What follows belongs to an exercise in optimizing a design on an open flow for small area; a production flow would make more cautious choices.
Function was checked by simulation only, so behaviour that the tests miss may differ from the original.
Power and IR drop assume default switching activity.

<file path="design.v">
module M_Table #(
    parameter BUFFER_DEPTH = 128,
    parameter M_TABLE_WIDTH = 32
)(
    input                                     clk_i,
    input                                     en_i,
    input      [$clog2(BUFFER_DEPTH) - 1 : 0] addr_i,
    output reg [M_TABLE_WIDTH - 1 : 0]        data_o,
    input      clear_debug_DIV_BY_ZERO_i,
    output reg debug_DIV_BY_ZERO_o
);
    localparam BUFFER_ADDR_WIDTH = $clog2(BUFFER_DEPTH);
    reg [M_TABLE_WIDTH - 1 : 0] m_table [0 : BUFFER_DEPTH - 1];
    wire [BUFFER_ADDR_WIDTH - 1 : 0] addr_actual = (addr_i == 0) ? 0 : addr_i - 1;
    initial begin
        $readmemh("M_table_roundup.mem", m_table);
    end
    always @(posedge clk_i) begin
        if(en_i) begin
            data_o <= m_table[addr_actual];
        end else begin
            data_o <= {M_TABLE_WIDTH{1'b0}};
        end
    end
    always @(posedge clk_i) begin
        if(en_i) begin
            if(addr_i == 0) begin
                debug_DIV_BY_ZERO_o <= 1;
            end else if(clear_debug_DIV_BY_ZERO_i) begin
                debug_DIV_BY_ZERO_o <= 0;
            end
        end
    end
endmodule
module Unsat_Clause_Buffer # (
    parameter NSAT = 3, 
    parameter LITERAL_ADDRESS_WIDTH = 12,
    parameter DEPTH = 128
)(
    input clk_i, 
    input a_en_i,    b_en_i,
    input a_wr_en_i, b_wr_en_i,
    input      [$clog2(DEPTH) - 1 : 0]                a_addr_i, b_addr_i,
    input      [LITERAL_ADDRESS_WIDTH * NSAT - 1 : 0] a_data_i, b_data_i,
    output reg [LITERAL_ADDRESS_WIDTH * NSAT - 1 : 0] a_data_o, b_data_o
);
    localparam CLAUSE_WIDTH = LITERAL_ADDRESS_WIDTH * NSAT;
    reg [CLAUSE_WIDTH - 1 : 0] ram [0 : DEPTH - 1];
    always @(posedge clk_i)
    begin
        if (a_en_i)
        begin
            if (a_wr_en_i) ram[a_addr_i] <= a_data_i;
            a_data_o <= ram[a_addr_i];
        end
    end
    always @(posedge clk_i)
    begin
        if (b_en_i)
        begin
            if (b_wr_en_i) ram[b_addr_i] <= b_data_i;
            b_data_o <= ram[b_addr_i];
        end
    end
endmodule
module Unsat_Clause_Selector # (
    parameter BUFFER_DEPTH = 128,  
    parameter RANDOM_NUM_WIDTH = 18,
    parameter M_TABLE_WIDTH = 32,
    parameter NSAT = 3,
    parameter LITERAL_ADDRESS_WIDTH = 12,
    localparam BUF_ADDR_WIDTH = $clog2(BUFFER_DEPTH)
)(
    input clk_i,
    input rst_i,
    input setup_i, 
    input                                        ucb_setup_wr_en_i,
    input [BUF_ADDR_WIDTH - 1 : 0]               ucb_setup_addr_i,
    input [NSAT * LITERAL_ADDRESS_WIDTH - 1 : 0] ucb_setup_data_i,
    input       request_i,  
    input       write_disable_i,  
    input       clear_debug_DIV_BY_ZERO_i, 
    output wire debug_DIV_BY_ZERO_o,
    input fifo_empty_i,
    input [NSAT * LITERAL_ADDRESS_WIDTH - 1 : 0] fifo_clause_i,
    input [RANDOM_NUM_WIDTH - 1 : 0] random_i,
    output wire [BUF_ADDR_WIDTH - 1 : 0]               buffer_count_o,
    output wire [NSAT * LITERAL_ADDRESS_WIDTH - 1 : 0] selected_o,
    output wire                                        ucb_overflow_o
);
localparam RAN_WIDTH = RANDOM_NUM_WIDTH;
localparam MT_WIDTH = M_TABLE_WIDTH;
localparam LIT_ADDR_WIDTH = LITERAL_ADDRESS_WIDTH;
localparam CLAUSE_WIDTH = NSAT * LIT_ADDR_WIDTH;
    reg [BUF_ADDR_WIDTH : 0] ucb_count;
    assign buffer_count_o = ucb_count[BUF_ADDR_WIDTH - 1 : 0];
    assign ucb_overflow_o = ucb_count[BUF_ADDR_WIDTH];
    wire ucb_en, ucb_wr_en;
    wire [BUF_ADDR_WIDTH - 1 : 0] ucb_addr;
    wire [CLAUSE_WIDTH - 1 : 0] ucb_data_in;
    wire [CLAUSE_WIDTH - 1 : 0] ucb_data_out;
    wire [BUF_ADDR_WIDTH - 1 : 0] ucb_last_addr;
    wire [CLAUSE_WIDTH - 1 : 0] ucb_last_data;
    reg [RAN_WIDTH + M_TABLE_WIDTH - 1 : 0] product_q2;
    reg [RAN_WIDTH - 1 : 0] random_number_q1, random_number_q2;
    reg [BUF_ADDR_WIDTH - 1 : 0] buf_count_q1, buf_count_q2;
    reg [BUF_ADDR_WIDTH - 1 : 0] selection_q3;
    reg request_q1, request_q2, request_q3, request_q4;
    wire mt_en;
    wire [BUF_ADDR_WIDTH - 1 : 0] mt_addr;
    wire mt_clear_debug_DIV_BY_ZERO;
    wire [MT_WIDTH - 1 : 0] mt_data_o;
    wire mt_debug_DIV_BY_ZERO;
    assign ucb_en = setup_i ? 
                        1'b1: 
                        ~write_disable_i;
    assign ucb_wr_en = setup_i ? 
                        ucb_setup_wr_en_i: 
                        fifo_empty_i ?
                            request_q3 ?
                                !(selection_q3 == ucb_last_addr): 
                                0 :  
                            1;
    assign ucb_addr = setup_i ? 
                        ucb_setup_addr_i: 
                        request_q3 ? 
                            selection_q3: 
                            ucb_count;
    assign ucb_data_in = setup_i ? 
                        ucb_setup_data_i: 
                        fifo_empty_i ? 
                            ucb_last_data: 
                            fifo_clause_i;
    assign ucb_last_addr = ucb_count - 1;
    Unsat_Clause_Buffer #(
        .NSAT(NSAT),
        .LITERAL_ADDRESS_WIDTH(LIT_ADDR_WIDTH),
        .DEPTH(BUFFER_DEPTH)
    ) unsat_buffer (
        .clk_i(clk_i),
        .a_en_i(ucb_en),
        .b_en_i(1'b1),
        .a_wr_en_i(ucb_wr_en),
        .b_wr_en_i(1'b0),
        .a_addr_i(ucb_addr),
        .b_addr_i(ucb_last_addr),
        .a_data_i(ucb_data_in),
        .b_data_i(),
        .a_data_o(ucb_data_out),
        .b_data_o(ucb_last_data)
    );
    assign selected_o = request_q4 ? ucb_data_out : {CLAUSE_WIDTH{1'bx}};
    always @(posedge clk_i) begin
        if(rst_i) begin
            ucb_count <= 0;
        end else begin
            if (setup_i & ucb_setup_wr_en_i)     ucb_count <= ucb_count + 1;  
            else if(~ucb_en)                     ucb_count <= ucb_count;      
            else if(~fifo_empty_i & ~request_q3) ucb_count <= ucb_count + 1;  
            else if(fifo_empty_i & request_q3)   ucb_count <= ucb_count - 1;  
            else if(fifo_empty_i & ~request_q3)  ucb_count <= ucb_count;      
            else if(~fifo_empty_i & request_q3)  ucb_count <= ucb_count;      
        end
    end
    assign mt_addr = ucb_count;
    assign mt_en = 1;  
    assign mt_clear_debug_DIV_BY_ZERO = clear_debug_DIV_BY_ZERO_i;
    assign debug_DIV_BY_ZERO_o = mt_debug_DIV_BY_ZERO;
    M_Table #(
        .BUFFER_DEPTH(BUFFER_DEPTH),
        .M_TABLE_WIDTH(MT_WIDTH)
    ) m_table (
        .clk_i(clk_i),
        .en_i(mt_en),
        .addr_i(mt_addr),
        .data_o(mt_data_o),
        .clear_debug_DIV_BY_ZERO_i(mt_clear_debug_DIV_BY_ZERO),
        .debug_DIV_BY_ZERO_o(mt_debug_DIV_BY_ZERO)
    );
    always @(posedge clk_i) begin
        if(rst_i) begin
            random_number_q1 <= 0;
            random_number_q2 <= 0;
            buf_count_q1 <= 0;
            buf_count_q2 <= 0;
            product_q2 <= 0;
            selection_q3 <= 0;
            request_q1 <= 0;
            request_q2 <= 0;
            request_q3 <= 0;
            request_q4 <= 0;
        end else begin  
            random_number_q1 <= random_i;
            buf_count_q1 <= ucb_count;
            request_q1 <= request_i;
            random_number_q2 <= random_number_q1;
            buf_count_q2 <= buf_count_q1;
            product_q2 <= random_number_q1 * mt_data_o;
            request_q2 <= request_q1;
            selection_q3 <= (buf_count_q2 == 1) ? 0 : random_number_q2 - ((product_q2 >> MT_WIDTH) * buf_count_q2);  
            request_q3 <= request_q2;
            request_q4 <= request_q3;
        end
    end
endmodule
</file>
<file path="M_table_roundup.mem">
00000000
80000000
55555556
40000000
33333334
2AAAAAAB
24924925
20000000
1C71C71D
1999999A
1745D175
15555556
13B13B14
12492493
11111112
10000000
F0F0F10
E38E38F
D79435F
CCCCCCD
C30C30D
BA2E8BB
B21642D
AAAAAAB
A3D70A4
9D89D8A
97B425F
924924A
8D3DCB1
8888889
8421085
8000000
7C1F07D
7878788
7507508
71C71C8
6EB3E46
6BCA1B0
6906907
6666667
63E7064
6186187
5F417D1
5D1745E
5B05B06
590B217
572620B
5555556
539782A
51EB852
5050506
4EC4EC5
4D4873F
4BDA130
4A7904B
4924925
47DC120
469EE59
456C798
4444445
4325C54
4210843
4104105
4000000
3F03F04
3E0F83F
3D22636
3C3C3C4
3B5CC0F
3A83A84
39B0AD2
38E38E4
381C0E1
3759F23
369D037
35E50D8
3531DED
3483484
33D91D3
3333334
3291620
31F3832
3159722
30C30C4
3030304
2FA0BE9
2F14991
2E8BA2F
2E05C0C
2D82D83
2D02D03
2C8590C
2C0B02D
2B93106
2B1DA47
2AAAAAB
2A3A0FE
29CBC15
295FAD5
28F5C29
288DF0D
2828283
27C4598
2762763
2702703
26A43A0
2647C6A
25ED098
2593F6A
253C826
24E6A18
2492493
243F6F1
23EE090
239E0D6
234F72D
2302303
22B63CC
226B903
2222223
21D9EAE
2192E2A
214D022
2108422
20C49BB
2082083
2040811
2000000
</file>
<file path="run.sh">
#!/bin/bash
# synth_recipe.tcl (not shown) runs the flow's synth.tcl, then flattens the netlist and writes it again
# the make line also repeats each setting of config.mk as NAME=value (left out here)
make -C /OpenROAD-flow-scripts/flow DESIGN_CONFIG=/design/flow/config.mk WORK_HOME=/design/flow/orfs CLKGATE_MAP_FILE= SYNTH_SCRIPT=/design/flow/synth_recipe.tcl finish
</file>
<file path="config.mk">
export PLATFORM = sky130hd
export DESIGN_NAME = Unsat_Clause_Selector
export DESIGN_NICKNAME = Unsat_Clause_Selector
export VERILOG_FILES = /design/flow/design.v
export SDC_FILE = /design/flow/constraint.sdc
export NUM_CORES = 8
export LEC_CHECK = 0
export CAP_MARGIN = 20
export CORE_MARGIN = 2
export CORE_UTILIZATION = 40
export SLEW_MARGIN = 20
export SYNTH_MEMORY_MAX_BITS = 16384
</file>
<file path="constraint.sdc">
create_clock -name core_clock -period 8.0 [get_ports {clk_i}]
set_input_delay 1.6000 -clock core_clock [delete_from_list [all_inputs] [get_ports {clk_i}]]
set_output_delay 1.6000 -clock core_clock [all_outputs]
set_load 0.01 [all_outputs]
</file>
==> metrics.cfg <==
[status]
status = no timing/DRC/antenna violations

[setup_path]
crit_start = random_number_q1[4]$_SDFF_PP0_
critPathSlowestCell = dfxtp_1
end_kind = flip-flop
worstSetupStartpointType = flip-flop
r2r-start = random_number_q1[4]$_SDFF_PP0_
critical_path_required_ns = 8.93
arrival_ns = 8.05
path_max_fanout = 21
cp_slowest_stage_delay_ns = 0.99
crit_type = flip-flop to flip-flop
worstPathCellList = buf_4, nand2_1, fa_1, inv_1, fa_1, inv_1, fa_1, inv_1, fa_1, fa_1, inv_1, fa_1, inv_1, ha_1, a21o_1, a2111oi_0, o21ai_0, nand2b_1, a21oi_1, mux2_2
worst_path_most_repeated_cell = fa_1

[clock_network]
clock_latency_ns = 1.10
cts.sinks = 4777
cts_tree = built
root_buffer = clkbuf_16
postCtsHoldBufs = 0
clk_pin_slew_ns = 0.06
clock_path_buffers = 4
postCtsSetupBuffers = 0
cts.repair.resized = 0
cts_inserted_buffers = 518
h-tree-depth = 6

[synthesis]
synth.area.top_cells = edfxtp_1, mux4_2, a22oi_1
async_reset_ff_share_pct = 0
synth_seq_cells = 4777
synthFlopType = edfxtp_1
synth-edff-count = 4644
synth_most_common_cell = edfxtp_1
synth_cells = 13900
ys_seq_area_share_pct = 62.5
ys_types = 85
synth_common_cells = edfxtp_1, a22oi_1, mux4_2, nand2_1, a41oi_1
syn_nets = 14500
avgSynthCellArea_sq_um = 16.4
yosys_warnings = 3
syn_area_sq_um = 227000
yosysTopAreaCell = edfxtp_1
synth_top_area_share_pct = 61.3

[power]
power.leakage_nw = 79.9
p_per_area_nw_per_um2 = 303
power.switching_mw = 27.0
p_comb_share_pct = 31.4
seqPwrFrac_pct = 37.8
switching_share_pct = 34.4
p_clk_share_pct = 30.8
power.internal_mw = 51.5
ir_drop_mv = 0.451
power_mw = 78.5

[sta]
final_hold_viol_count = 0
drv_slew = 0
setup_viol = 0
tightest_slew_ns = 1.48
rsz0062_at_grt = false
fin_worst_skew_ns = 0.0972
final.period_utilization_pct = 89.0
slew_headroom_pct = 1.64
max_freq_mhz = 140
timing.final.crit_period_ns = 7.12

[layout]
regArea_sq_um = 142000
drive_above_1_share_pct = 21.5
multi_input_area_sq_um = 79800
final_nets = 14700
nFillCells = 48400
finalNonFillerCells = 22000
area_growth_syn_to_layout_pct = 13.8

[global_route]
grt_max_degree = 133
grt_pass1_wl_mm = 1250
grt_use_met1_pct = 40.7
top_usage_layer = met2
grt_overflow = 0
antenna_found_initial = 50
grt_use_met2_pct = 44.7
grt_pass1_vias = 150000
use_met3_pct = 11.7
grt.total_usage_pct = 31.2

[drt]
drt-initial-drc-count = 30400
drc = 0
wirelength_mm = 922
first_pass_iters = 10
vias = 157000
postRouteAntennaNets = 0
viasPerCell = 7.13
wl_per_cell_um = 41.9

[floorplan]
start_util_pct = 40.2
dieArea_sq_um = 575000
fp.dieH_um = 758
rows = 276
die_w_um = 758
ios = 150
core_sq_um = 566000

[min_path]
worstHoldStart = buf_count_q1[1]$_SDFF_PP0_
hold_path.class = flip-flop to flip-flop

[place]
place_congestion = 0.957
dp_hpwl_mm = 559
portBuffers = 149
dp.cells = 21000

[job]
cap_violations = 0

## per-stage QoR
stage | utilization [%] | area [sq um] | TNS [ns] | setup slack (ns) | hold slack [ns]
detailed placement | 42.7 | 242000 | 0 | 0.904 | 0.427
CTS | 45.7 | 259000 | 0 | 0.887 | 0.407
global placement | 42.7 | 242000 | 0 | 0.832 | 0.422
global route | 45.8 | 259000 | 0 | 0.491 | 0.435
finish | 45.8 | 259000 | 0 | 0.879 | 0.414
floorplan | - | 227000 | -1614.28 | -0.977 | 0.414
## state kept, by name (all words and copies together) (netlist names)
register and flops:
random_number_q1 18, random_number_q2 7, m_table.debug_DIV_BY_ZERO_o 1, request_q3 1
request_q1 1, m_table.data_o 32, product_q2 7, buf_count_q1 7
unsat_buffer.b_data_o 36, unsat_buffer.a_data_o 36, ucb_count 8, selection_q3 7
buf_count_q2 7, unsat_buffer.ram 4608, request_q2 1
## power groups by stage
stage               registers (mW)  clock network (mW)  logic [mW]
finish                        29.6                24.2        24.6
CTS                           29.6                24.2        24.1
floorplan                     29.8                   0        15.3
global route                  29.6                25.2        26.1
detailed placement            30.1                   0        23.9
global placement              30.1                   0        23.8
## worst paths after layout
check | to | slack, ns | depth (start not counted)
max | product_q2[34]$_SDFF_PP0_ | 0.88 | 20
min reg2reg | buf_count_q2[1]$_SDFF_PP0_ | 0.41 | 1
min | buf_count_q2[1]$_SDFF_PP0_ | 0.41 | 1
max reg2reg | product_q2[34]$_SDFF_PP0_ | 0.88 | 20
## placed cells by master, fill, tap and decap left out, drive strengths merged, types with 41 or more instances in the layout
master,count
and2,164
a41oi,575
xnor2,46
dfxtp,133
ha,108
nor3,41
mux2i,46
bufinv,42
nor2b,42
nor4,122
clkinv,201
o21ai,218
buf,664
a22oi,2309
fa,438
nand3,151
inv,603
nand2,888
edfxtp,4644
mux4,1441
nor2,243
clkdlybuf4s50,146
clkbuf,639
a21oi,200
## cells by family (layout without fill, tap and decap cells)
family                     after synthesis  in the layout  synth area share, %
and+or+nand+nor                       1744           1744                 3.55
DFF                                   4777           4777                 62.5
adders and majority gates              546            546                 4.45
other                                    0             39                    0
AOI/OAI and AO/OA                     3525           3525                 11.6
xor gates and xnor gates                60             60                0.246
muxes                                 1489           1489                 14.5
buffers and inverters                 1731           2321                 3.21
## worst max-delay path, delay by kind of cell (launching register included)
family          cells  cell delay, ns
fa+ha+maj           7            3.34
compound gates      4            1.35
flops               1            0.99
buf+inv             6            0.63
mux                 1            0.34
simple gates        2            0.34
## routing by layer
layer | vias up | wire, um
li1 | 58100 | -
met1 | 80900 | 319000
met2 | 15000 | 391000
met3 | 2845 | 147000
met4 | 44 | 65200
met5 | - | 326
## cell type report
class / instances / area share (%)
Antenna cell: 39 / 0.0377
Clock buffer: 638 / 5.26
Clock inverter: 307 / 1.26
Inverter: 565 / 0.819
Multi-Input combinational cell: 7364 / 30.8
Sequential cell: 4777 / 54.9
Tap cell: 7506 / 3.63
Timing Repair Buffer: 811 / 3.26

[re-timing with driven ports]
The results above use ideal ports. As a check the final layout listed here was re-extracted and re-timed, cells and wires unchanged.
Step 1: set_driving_cell puts a clkbuf_16 on clk_i and a buf_2 on each other input, an assumption about the parent block.
Step 2 also shifts input and output timing later by t, the mid clock arrival at the registers, as if the neighbouring blocks saw the same clock.
Slacks: no drivers / after step 1 / after step 2; pairs: no drivers / after step 1.
t (ns): 1.186
slack for setup (ns): 0.879 / 0.879 / 0.879
worst data-port slew with drivers (ns): 0.10
After both steps setup and hold are still met in this run. For this run, drivers alone change the setup slack by 0.000 ns; drivers and shift together by 0.000 ns.
